Source: an optimization exercise on an open RTL-to-GDS flow (aim: small area and few clock cycles). Production flows keep margins and buffers that such runs may drop.
Where RTL was checked, it was by simulation tests only, not by an equivalence proof against the original.

Setup of before:
## axi4s_cordic
module axi4s_cordic #(
    parameter MODE = "ROT",       
    parameter integer DW = 12,
    parameter integer PAR = 1,
    parameter integer TDW = ((DW + 7) / 8) * 8
)(
    input  wire clk, resetn,
    input  wire signed [TDW*3*PAR - 1 : 0]  s_axis_tdata,
    input  wire                             s_axis_tlast,
    input  wire                             s_axis_tvalid,
    output wire                             s_axis_tready,
    output logic signed [TDW*3*PAR - 1 : 0] m_axis_tdata,
    output logic                            m_axis_tlast,
    output logic                            m_axis_tvalid,
    input  wire                             m_axis_tready
);
Size in the first run: roughly 210 flip-flops, ~100 I/O pins.
Settings: LEC_CHECK=0, ABC_AREA=1, CAP_MARGIN=20, CORE_MARGIN=2, CORE_UTILIZATION=40, CTS_CLUSTER_DIAMETER=80, CTS_CLUSTER_SIZE=40, SLEW_MARGIN=20; clock period 8.0 ns.
run.sh (not shown) runs the stock make flow with config.mk's settings and CLKGATE_MAP_FILE= SYNTH_SCRIPT=/design/flow/synth_recipe.tcl, a recipe that flattens the netlist after the stock synthesis.
Modified inputs, after compared to before
diff --git a/flow/design.v b/flow/design.v
--- a/flow/design.v
+++ b/flow/design.v
@@ -122,35 +122,29 @@
             for (int j = 7; j < 13; j++) begin
                 step6[j] = a[j] ^ k;
                 k = k & (a[j] ^ sb);
             end
         end
     endfunction
     function automatic [12:0] step7(input [12:0] a, input [12:0] b, input sub);
         logic [12:0] bs;
         logic c, k, sb;
         begin
             bs = b;
             c = sub;
-            for (int j = 0; j < 6; j++) begin
-                bs[j] = b[j + 7] ^ sub;
+            for (int j = 0; j < 13; j++) begin
+                bs[j] = ((j + 7 < 13) ? b[j + 7] : b[12]) ^ sub;
                 step7[j] = a[j] ^ bs[j] ^ c;
                 c = (a[j] & bs[j]) | (c & (a[j] ^ bs[j]));
             end
-            sb = b[12] ^ sub;
-            k = c ^ sb;
-            for (int j = 6; j < 13; j++) begin
-                step7[j] = a[j] ^ k;
-                k = k & (a[j] ^ sb);
-            end
         end
     endfunction
     function automatic [12:0] step8(input [12:0] a, input [12:0] b, input sub);
         logic [12:0] bs;
         logic c, k, sb;
         begin
             bs = b;
             c = sub;
             for (int j = 0; j < 5; j++) begin
                 bs[j] = b[j + 8] ^ sub;
                 step8[j] = a[j] ^ bs[j] ^ c;
                 c = (a[j] & bs[j]) | (c & (a[j] ^ bs[j]));
[summary]
- [compare] base=before new=after: routed wire length dropped about 3%; final design instance area without fill barely changed.
- As far as share of the final layout cell area in sequential cells is concerned, before and after perform about the same.
- after vs. before: first-iteration DRC count went down by 9.4%.
- Lower area fraction in and, or, nand and nor cells after synthesis was reported by after, not before.
- First-pass GRT wire length ends up higher on before.
- Net count reported at finish ended up 32 lower on after than on before.
Testbench counts of after, summed over its fixed seeds: cycles 12,048.
Only the layout flow was run in before; the RTL was not checked for function there.

--- another note on this design; it stands on its own ---

job 1675:
Design axi4s_cordic, start of the top module:
module axi4s_cordic #(
    parameter MODE = "ROT",       
    parameter integer DW = 12,
    parameter integer PAR = 1,
    parameter integer TDW = ((DW + 7) / 8) * 8
)(
    input  wire clk, resetn,
    input  wire signed [TDW*3*PAR - 1 : 0]  s_axis_tdata,
    input  wire                             s_axis_tlast,
    input  wire                             s_axis_tvalid,
    output wire                             s_axis_tready,
    output logic signed [TDW*3*PAR - 1 : 0] m_axis_tdata,
    output logic                            m_axis_tlast,
    output logic                            m_axis_tvalid,
    input  wire                             m_axis_tready
);
    function automatic [12:0] step0(input [12:0] a, input [12:0] b, input sub);
        logic [12:0] bs;
        logic c, k, sb;
        begin
            bs = b;
            c = sub;
            for (int j = 0; j < 13; j++) begin
                bs[j] = b[j + 0] ^ sub;
                step0[j] = a[j] ^ bs[j] ^ c;
                c = (a[j] & bs[j]) | (c & (a[j] ^ bs[j]));
            end
        end
    endfunction
    function automatic [12:0] step1(input [12:0] a, input [12:0] b, input sub);
        logic [12:0] bs;
        logic c, k, sb;
        begin
  ...
Size in the first run: ~1,900 cells after synthesis, about 100 I/O pins.
export LEC_CHECK = 0
export ABC_AREA = 1
export CAP_MARGIN = 20
export CORE_MARGIN = 2
export CORE_UTILIZATION = 40
export CTS_CLUSTER_DIAMETER = 100
export CTS_CLUSTER_SIZE = 50
export SLEW_MARGIN = 20
create_clock -name core_clock -period 8.0 [get_ports {clk}]
run.sh (not shown) runs the stock make flow with config.mk's settings and CLKGATE_MAP_FILE= SYNTH_SCRIPT=/design/flow/synth_recipe.tcl, a recipe that flattens the netlist after the stock synthesis.
Testbench counts of job 1675, summed over its fixed seeds: cycles 12,048.
Input-level comparison between job 2237 and job 1675:
-- flow/config.mk --
<<< job 1675, line 8
export ABC_AREA = 1
>>> job 2237, line 8
<<< job 1675, line 12
export CTS_CLUSTER_DIAMETER = 100
export CTS_CLUSTER_SIZE = 50
>>> job 2237, line 11
--- outcome ---
- On worst-case clock skew, job 2237 tracks job 1675 almost exactly.
- Sort job 1675 and job 2237 by setup slack of the critical path after layout desc -> top: job 1675
#### Input delta (job 8610 over job 2237)
-- flow/config.mk --
<<< job 2237, line 8
>>> job 8610, line 8
export ABC_AREA = 1
<<< job 2237, line 11
>>> job 8610, line 12
export CTS_CLUSTER_DIAMETER = 60
export CTS_CLUSTER_SIZE = 30
==> run summary <==
- Job 8610 ended up with a lower filler cell count in the final layout than job 2237 did.
- Delta (job 8610 minus job 2237): design area closely matched the old numbers, total congestion overflow after global routing closely matched the old numbers, total buffers and inverters traversed by the critical path increased by 3 relative to the old numbers.

========
Starting RTL as in the previous note.
Settings: LEC_CHECK=0, ABC_AREA=1, CAP_MARGIN=20, CORE_MARGIN=2, CORE_UTILIZATION=40, SLEW_MARGIN=20; clock period 8.0 ns.
The first run finished clean.
Testbench counts at the start, summed over its fixed seeds: cycles 12,048.
Next try:
Settings changed: CTS_CLUSTER_DIAMETER set to 80, CTS_CLUSTER_SIZE set to 40.
Result:
- The changed run ran to the end with no violations
- die area does not change
- routed wire length goes down slightly
- maximum frequency goes up slightly
- register-to-register slack gets worse by 20 ps
- via count falls slightly
- non-clock buffer count stays the same
- sequential cell count stays the same
- clock-buffer cell count falls by 15
- cell count falls slightly
- worst hold slack hardly moves

[static timing again, ports no longer ideal]
Ports are ideal in the flow. The routed layouts listed here were re-timed in OpenROAD.
Step 1, drivers: a clkbuf_16 drives clk and a buf_2 each remaining input, both assumed.
Step 2 times the ports against the registers' clock, not the clock port: input delays grow and output delays shrink by t, the midpoint of the rising clock arrivals with the driver on.
Slacks: ideal / step 1 / step 2; pairs: ideal / step 1.
run | shift t [ns] | slack for setup (ns) | worst data-port slew with drivers (ns)
before | 0.557 | 0.360 / 0.360 / 0.082 | 0.04
after | 0.562 | 0.331 / 0.331 / -0.104 | 0.03
job 1675 | 0.528 | 0.475 / 0.426 / 0.130 | 0.03
job 2237 | 0.585 | 0.318 / 0.282 / 0.095 | 0.03
job 8610 | 0.599 | 0.418 / 0.370 / 0.125 | 0.03
the first run of note 3 | 0.589 | 0.430 / 0.382 / 0.124 | 0.03
the second run of note 3 | 0.550 | 0.465 / 0.420 / 0.138 | 0.04
Met with ideal ports but missed after step 2: setup timing in after. For after, which loses most, drivers alone change the setup slack by 0.000 ns; drivers and shift together by -0.435 ns.
